This is an optimization exercise on Yosys and OpenROAD, whose aim is small area and a short achievable clock period, not a production implementation. The RTL was checked by simulation tests, not by an equivalence proof against the original design. Power is estimated from default activity; no workload was simulated.

==> flow/design.v <==
`timescale 1ns / 1ps
module ex_unit #(
    parameter WORD_SIZE = 32,
    NUM_REGS = 32,
    REG_SEL = $clog2(NUM_REGS),
    NUM_WORDS = 1024,
    ADDR_SIZE = $clog2(NUM_WORDS)
    )(
    input clk,
    input rst,
    input flush_idex,
    input stall_idex,
    input flush_exmem,
    input stall_exmem,
    input [ADDR_SIZE - 1 : 0] pc,
    input [WORD_SIZE - 1 : 0] immd,
    input [WORD_SIZE - 1 : 0] data1,
    input [WORD_SIZE - 1 : 0] data2,
    input [3:0] alu_op,
    input [REG_SEL - 1 : 0] rd,
    input [REG_SEL - 1 : 0] rs1,
    input [REG_SEL - 1 : 0] rs2,
    input mem_read,
    input mem_write,
    input mem_to_reg,
    input reg_write,
    input alu_src,
    input branch,
    input jump,
    input [1:0] data_size,
    input data_sign,
    input [WORD_SIZE - 1 : 0] wb_data,
    input [REG_SEL - 1 : 0] wb_rd,
    input wb_reg_write,
    output reg [ADDR_SIZE - 1 : 0] pc_mem,
    output reg [ADDR_SIZE - 1 : 0] branch_target_mem,
    output reg [WORD_SIZE - 1 : 0] alu_result_mem,
    output reg [REG_SEL - 1 : 0] rd_mem,
    output reg mem_read_mem,
    output reg mem_write_mem,
    output reg mem_to_reg_mem,
    output reg reg_write_mem,
    output reg alu_zero_mem,
    output reg branch_mem,
    output reg jump_mem,
    output reg [WORD_SIZE - 1 : 0] write_data_mem,
    output reg [1:0] data_size_mem,
    output reg data_sign_mem
    );
    reg bubble_ex;
    always @(posedge clk or posedge rst) begin
        if (rst)              bubble_ex <= 1'b1;
        else if (flush_idex)  bubble_ex <= 1'b1;
        else if (!stall_idex) bubble_ex <= 1'b0;
    end
    reg [ADDR_SIZE - 1 : 0] pc_ex;
    reg [WORD_SIZE - 1 : 0] immd_ex, data1_ex, data2_ex;
    reg [3:0] alu_op_ex;
    reg [REG_SEL - 1 : 0] rd_ex, rs1_ex, rs2_ex;
    reg mem_read_ex, mem_write_ex, mem_to_reg_ex, reg_write_ex;
    reg alu_src_ex, branch_ex, jump_ex;
    reg [1:0] data_size_ex;
    reg data_sign_ex;
    always @(posedge clk) begin
        if (!stall_idex) begin
            pc_ex <= pc;
            immd_ex <= immd;
            data1_ex <= data1;
            data2_ex <= data2;
            alu_op_ex <= alu_op;
            rd_ex <= rd;
            rs1_ex <= rs1;
            rs2_ex <= rs2;
            mem_read_ex <= mem_read;
            mem_write_ex <= mem_write;
            mem_to_reg_ex <= mem_to_reg;
            reg_write_ex <= reg_write;
            alu_src_ex <= alu_src;
            branch_ex <= branch;
            jump_ex <= jump;
            data_size_ex <= data_size;
            data_sign_ex <= data_sign;
        end
    end
    wire mem_ok = reg_write_mem && (rd_mem != 0);
    wire mem_hit1 = mem_ok && (rd_mem == rs1_ex);
    wire mem_hit2 = mem_ok && (rd_mem == rs2_ex);
    wire wb_may1 = (rs1_ex != 0) && !mem_hit1;
    wire wb_may2 = (rs2_ex != 0) && !mem_hit2;
    wire wb_hit1 = wb_reg_write && (wb_rd == rs1_ex) && wb_may1;
    wire wb_hit2 = wb_reg_write && (wb_rd == rs2_ex) && wb_may2;
    wire sel1_mem = mem_hit1;
    wire sel1_wb  = wb_hit1;
    wire sel1_reg = !mem_hit1 && !wb_hit1;
    wire sel2_mem = mem_hit2;
    wire sel2_wb  = wb_hit2;
    wire sel2_reg = !mem_hit2 && !wb_hit2;
    wire [WORD_SIZE - 1 : 0] op_a = ({WORD_SIZE{sel1_mem}} & alu_result_mem)
                                  | ({WORD_SIZE{sel1_wb}} & wb_data)
                                  | ({WORD_SIZE{sel1_reg}} & data1_ex);
    wire [WORD_SIZE - 1 : 0] src2 = ({WORD_SIZE{sel2_mem}} & alu_result_mem)
                                  | ({WORD_SIZE{sel2_wb}} & wb_data)
                                  | ({WORD_SIZE{sel2_reg}} & data2_ex);
    wire [3:0] op = alu_op_ex;
    wire is_add  = (op == 4'b0000);
    wire is_sub  = (op == 4'b1000);
    wire is_sll  = (op == 4'b0001);
    wire is_slt  = (op == 4'b0010);
    wire is_sltu = (op == 4'b0011);
    wire is_xor  = (op == 4'b0100);
    wire is_srl  = (op == 4'b0101);
    wire is_sra  = (op == 4'b1101);
    wire is_or   = (op == 4'b0110);
    wire is_and  = (op == 4'b0111);
    wire is_pass = (op == 4'b1111);
    wire subtract = is_sub | is_slt | is_sltu;
    wire [WORD_SIZE - 1 : 0] b_inv = (({WORD_SIZE{alu_src_ex}} & immd_ex)
                                    | ({WORD_SIZE{!alu_src_ex}} & src2)) ^ {WORD_SIZE{subtract}};
    wire [WORD_SIZE - 1 : 0] op_b = b_inv;   
    wire [WORD_SIZE - 1 : 0] prop = op_a ^ b_inv;
    wire [WORD_SIZE - 1 : 0] gen = op_a & b_inv;
    localparam NPOS = WORD_SIZE + 1;
    wire [NPOS - 1 : 0] pg_g [0 : 6];
    wire [NPOS - 1 : 0] pg_p [0 : 6];
    assign pg_g[0] = {gen, subtract};
    assign pg_p[0] = {prop, 1'b0};
    genvar lv, j;
    generate
        for (lv = 0; lv < 6; lv = lv + 1) begin : prefix
            for (j = 0; j < NPOS; j = j + 1) begin : node
                if ((j >> lv) & 1) begin : combine
                    localparam integer K = ((j >> lv) << lv) - 1;
                    assign pg_g[lv + 1][j] = pg_g[lv][j] | (pg_p[lv][j] & pg_g[lv][K]);
                    assign pg_p[lv + 1][j] = pg_p[lv][j] & pg_p[lv][K];
                end else begin : pass
                    assign pg_g[lv + 1][j] = pg_g[lv][j];
                    assign pg_p[lv + 1][j] = pg_p[lv][j];
                end
            end
        end
    endgenerate
    wire [WORD_SIZE : 0] carry = pg_g[6];
    wire [WORD_SIZE : 0] sum = {carry[WORD_SIZE], prop ^ carry[WORD_SIZE - 1 : 0]};
    wire ltu = ~sum[WORD_SIZE];
    wire lts = sum[WORD_SIZE] ^ prop[WORD_SIZE - 1];
    function [WORD_SIZE - 1 : 0] reverse(input [WORD_SIZE - 1 : 0] v);
        integer i;
        for (i = 0; i < WORD_SIZE; i = i + 1) reverse[i] = v[WORD_SIZE - 1 - i];
    endfunction
    wire [WORD_SIZE - 1 : 0] sh_in = is_sll ? reverse(op_a) : op_a;
    wire sh_fill = is_sra & op_a[WORD_SIZE - 1];
    wire [2 * WORD_SIZE - 1 : 0] sh_wide = {{WORD_SIZE{sh_fill}}, sh_in} >> op_b[4:0];
    wire [WORD_SIZE - 1 : 0] sh_out = sh_wide[WORD_SIZE - 1 : 0];
    wire [WORD_SIZE - 1 : 0] res_other =
          ({WORD_SIZE{is_srl | is_sra}} & sh_out)
        | ({WORD_SIZE{is_sll}} & reverse(sh_out))
        | ({WORD_SIZE{is_xor | is_or}} & prop)
        | ({WORD_SIZE{is_and | is_or}} & gen)
        | ({WORD_SIZE{is_pass}} & op_b);
    wire is_cmp = is_slt | is_sltu;
    wire cmp = (is_slt & lts) | (is_sltu & ltu);
    wire is_addsub = is_add | is_sub;
    wire [WORD_SIZE - 1 : 0] zero_carry = {op_a[WORD_SIZE - 2 : 0] | b_inv[WORD_SIZE - 2 : 0], subtract};
    wire zero_sum = &(~(prop ^ zero_carry));
    wire zero_other = ~|res_other;
    wire alu_zero = is_cmp ? cmp : is_addsub ? zero_sum : zero_other;
    wire [ADDR_SIZE - 1 : 0] pc_m4 = pc_ex - 4;
    wire [ADDR_SIZE - 1 : 0] branch_target = (branch_ex | jump_ex) ? pc_m4 + immd_ex[ADDR_SIZE - 1 : 0] : pc_m4;
    wire hold = !flush_exmem && stall_exmem;
    wire load = !flush_exmem && !stall_exmem;
    wire load_live = load && !bubble_ex;
    wire load_bubble = load && bubble_ex;
    wire load_sum = load_live && is_addsub;
    wire [WORD_SIZE - 1 : 0] res_next_other =
          ({WORD_SIZE{hold}} & alu_result_mem)
        | ({WORD_SIZE{load_live}} & (res_other | {{(WORD_SIZE - 1){1'b0}}, cmp}));
    wire [WORD_SIZE - 1 : 0] res_next_c0 = ({WORD_SIZE{load_sum}} & prop) | res_next_other;
    wire [WORD_SIZE - 1 : 0] res_next_c1 = ({WORD_SIZE{load_sum}} & ~prop) | res_next_other;
    wire [WORD_SIZE - 1 : 0] res_next;
    generate
        for (j = 0; j < WORD_SIZE; j = j + 1) begin : res_sel
            assign res_next[j] = carry[j] ? res_next_c1[j] : res_next_c0[j];
        end
    endgenerate
    wire [ADDR_SIZE - 1 : 0] bubble_target = {{(ADDR_SIZE - 2){1'b1}}, 2'b00};   
    always @(posedge clk or posedge rst) begin
        if (rst) begin
            pc_mem <= 0;
            branch_target_mem <= 0;
            alu_result_mem <= 0;
            write_data_mem <= 0;
            rd_mem <= 0;
            alu_zero_mem <= 1'b0;
            branch_mem <= 1'b0;
            jump_mem <= 1'b0;
            mem_read_mem <= 1'b0;
            mem_to_reg_mem <= 1'b0;
            mem_write_mem <= 1'b0;
            reg_write_mem <= 1'b0;
            data_sign_mem <= 1'b0;
            data_size_mem <= 2'b00;
        end else begin
            pc_mem <= ({ADDR_SIZE{hold}} & pc_mem) | ({ADDR_SIZE{load_live}} & pc_ex);
            branch_target_mem <= ({ADDR_SIZE{hold}} & branch_target_mem)
                               | ({ADDR_SIZE{load_live}} & branch_target)
                               | ({ADDR_SIZE{load_bubble}} & bubble_target);
            alu_result_mem <= res_next;
            write_data_mem <= ({WORD_SIZE{hold}} & write_data_mem) | ({WORD_SIZE{load_live}} & src2);
            rd_mem <= ({REG_SEL{hold}} & rd_mem) | ({REG_SEL{load_live}} & rd_ex);
            alu_zero_mem <= (hold & alu_zero_mem) | (load_live & alu_zero) | load_bubble;
            branch_mem <= (hold & branch_mem) | (load_live & branch_ex);
            jump_mem <= (hold & jump_mem) | (load_live & jump_ex);
            mem_read_mem <= (hold & mem_read_mem) | (load_live & mem_read_ex);
            mem_to_reg_mem <= (hold & mem_to_reg_mem) | (load_live & mem_to_reg_ex);
            mem_write_mem <= (hold & mem_write_mem) | (load_live & mem_write_ex);
            reg_write_mem <= (hold & reg_write_mem) | (load_live & reg_write_ex);
            data_sign_mem <= (hold & data_sign_mem) | (load_live & data_sign_ex);
            data_size_mem <= ({2{hold}} & data_size_mem) | ({2{load_live}} & data_size_ex);
        end
    end
endmodule
==> flow/config.mk <==
export PLATFORM = sky130hd
export DESIGN_NAME = ex_unit
export DESIGN_NICKNAME = ex_unit
export VERILOG_FILES = /design/flow/design.v
export SDC_FILE = /design/flow/constraint.sdc
export NUM_CORES = 4
export LEC_CHECK = 0
export ABC_AREA = 1
export CAP_MARGIN = 20
export CORE_MARGIN = 2
export CORE_UTILIZATION = 40
export CTS_CLUSTER_DIAMETER = 120
export CTS_CLUSTER_SIZE = 20
export SETUP_SLACK_MARGIN = 3.0
export SLEW_MARGIN = 20
export TNS_END_PERCENT = 0
==> flow/constraint.sdc <==
create_clock -name core_clock -period 7.5 [get_ports {clk}]
set_input_delay 1.5000 -clock core_clock [delete_from_list [all_inputs] [get_ports {clk}]]
set_output_delay 1.5000 -clock core_clock [all_outputs]
set_load 0.01 [all_outputs]
standard.sh (not shown) runs the stock make flow with config.mk's settings and CLKGATE_MAP_FILE= SYNTH_SCRIPT=/design/flow/synth_recipe.tcl, a recipe that flattens the netlist after the stock synthesis.
==> flow/flow/run.sh <==
#!/bin/bash
# Standard layout, with plain buf_1 cells (not delay buffers) as the port buffers.
set -euo pipefail
export BUFFER_PORTS_ARGS="-buffer_cell sky130_fd_sc_hd__buf_1"
bash standard.sh > standard_flow.log 2>&1
Edit:
--- a/flow/design.v
+++ b/flow/design.v
@@ -87,13 +87,14 @@
     wire mem_hit2 = mem_ok && (rd_mem == rs2_ex);
     wire wb_may1 = (rs1_ex != 0) && !mem_hit1;
     wire wb_may2 = (rs2_ex != 0) && !mem_hit2;
     wire wb_hit1 = wb_reg_write && (wb_rd == rs1_ex) && wb_may1;
     wire wb_hit2 = wb_reg_write && (wb_rd == rs2_ex) && wb_may2;
-    wire sel1_mem = mem_hit1;
-    wire sel1_wb  = wb_hit1;
-    wire sel1_reg = !mem_hit1 && !wb_hit1;
+    wire pass_op = (alu_op_ex == 4'b1111);
+    wire sel1_mem = mem_hit1 && !pass_op;
+    wire sel1_wb  = wb_hit1 && !pass_op;
+    wire sel1_reg = !mem_hit1 && !wb_hit1 && !pass_op;
     wire sel2_mem = mem_hit2;
     wire sel2_wb  = wb_hit2;
     wire sel2_reg = !mem_hit2 && !wb_hit2;
     wire [WORD_SIZE - 1 : 0] op_a = ({WORD_SIZE{sel1_mem}} & alu_result_mem)
                                   | ({WORD_SIZE{sel1_wb}} & wb_data)
@@ -153,15 +154,14 @@
     wire [WORD_SIZE - 1 : 0] sh_out = sh_wide[WORD_SIZE - 1 : 0];
     wire [WORD_SIZE - 1 : 0] res_other =
           ({WORD_SIZE{is_srl | is_sra}} & sh_out)
         | ({WORD_SIZE{is_sll}} & reverse(sh_out))
         | ({WORD_SIZE{is_xor | is_or}} & prop)
-        | ({WORD_SIZE{is_and | is_or}} & gen)
-        | ({WORD_SIZE{is_pass}} & op_b);
+        | ({WORD_SIZE{is_and | is_or}} & gen);
     wire is_cmp = is_slt | is_sltu;
     wire cmp = (is_slt & lts) | (is_sltu & ltu);
-    wire is_addsub = is_add | is_sub;
+    wire is_addsub = is_add | is_sub | is_pass;
     wire [WORD_SIZE - 1 : 0] zero_carry = {op_a[WORD_SIZE - 2 : 0] | b_inv[WORD_SIZE - 2 : 0], subtract};
     wire zero_sum = &(~(prop ^ zero_carry));
     wire zero_other = ~|res_other;
     wire alu_zero = is_cmp ? cmp : is_addsub ? zero_sum : zero_other;
     wire [ADDR_SIZE - 1 : 0] pc_m4 = pc_ex - 4;
Effect: Fmax climbs by 0.99%. Area after synthesis is lower by 1.7%. Total power rose by 0.68%. Worst hold slack gains 0.024 ns. Worst setup slack improves by 0.045 ns. Core utilization rises by 0.42 points.

[port drivers added, routing unchanged]
No port has a modelled driver above. Below, the same layouts with a new extraction and two added sets of constraints. Step 1 assumes that a clkbuf_16 drives the clock port and a buf_2 every other input. Step 2 adds t to the input delays and takes it off the output delays; t is the mean of the earliest and latest rising clock arrival at the registers after step 1. Input paths then give back, and output paths get back, about the clock's delay inside the block. a / b / c = no drivers / after step 1 / after step 2; a / b = the first two.
| run | t (ns) | setup slack, ns | worst data-port slew with drivers (ns) |
|---|---|---|---|
| the first run | 0.589 | 2.903 / 2.899 / 2.310 | 0.07 |
| the second run | 0.567 | 2.948 / 2.967 / 2.401 | 0.07 |
After both steps every run listed still meets setup and hold. The setup slack of the first run, which loses most, moves by -0.004 ns with the drivers and by -0.593 ns with both steps.
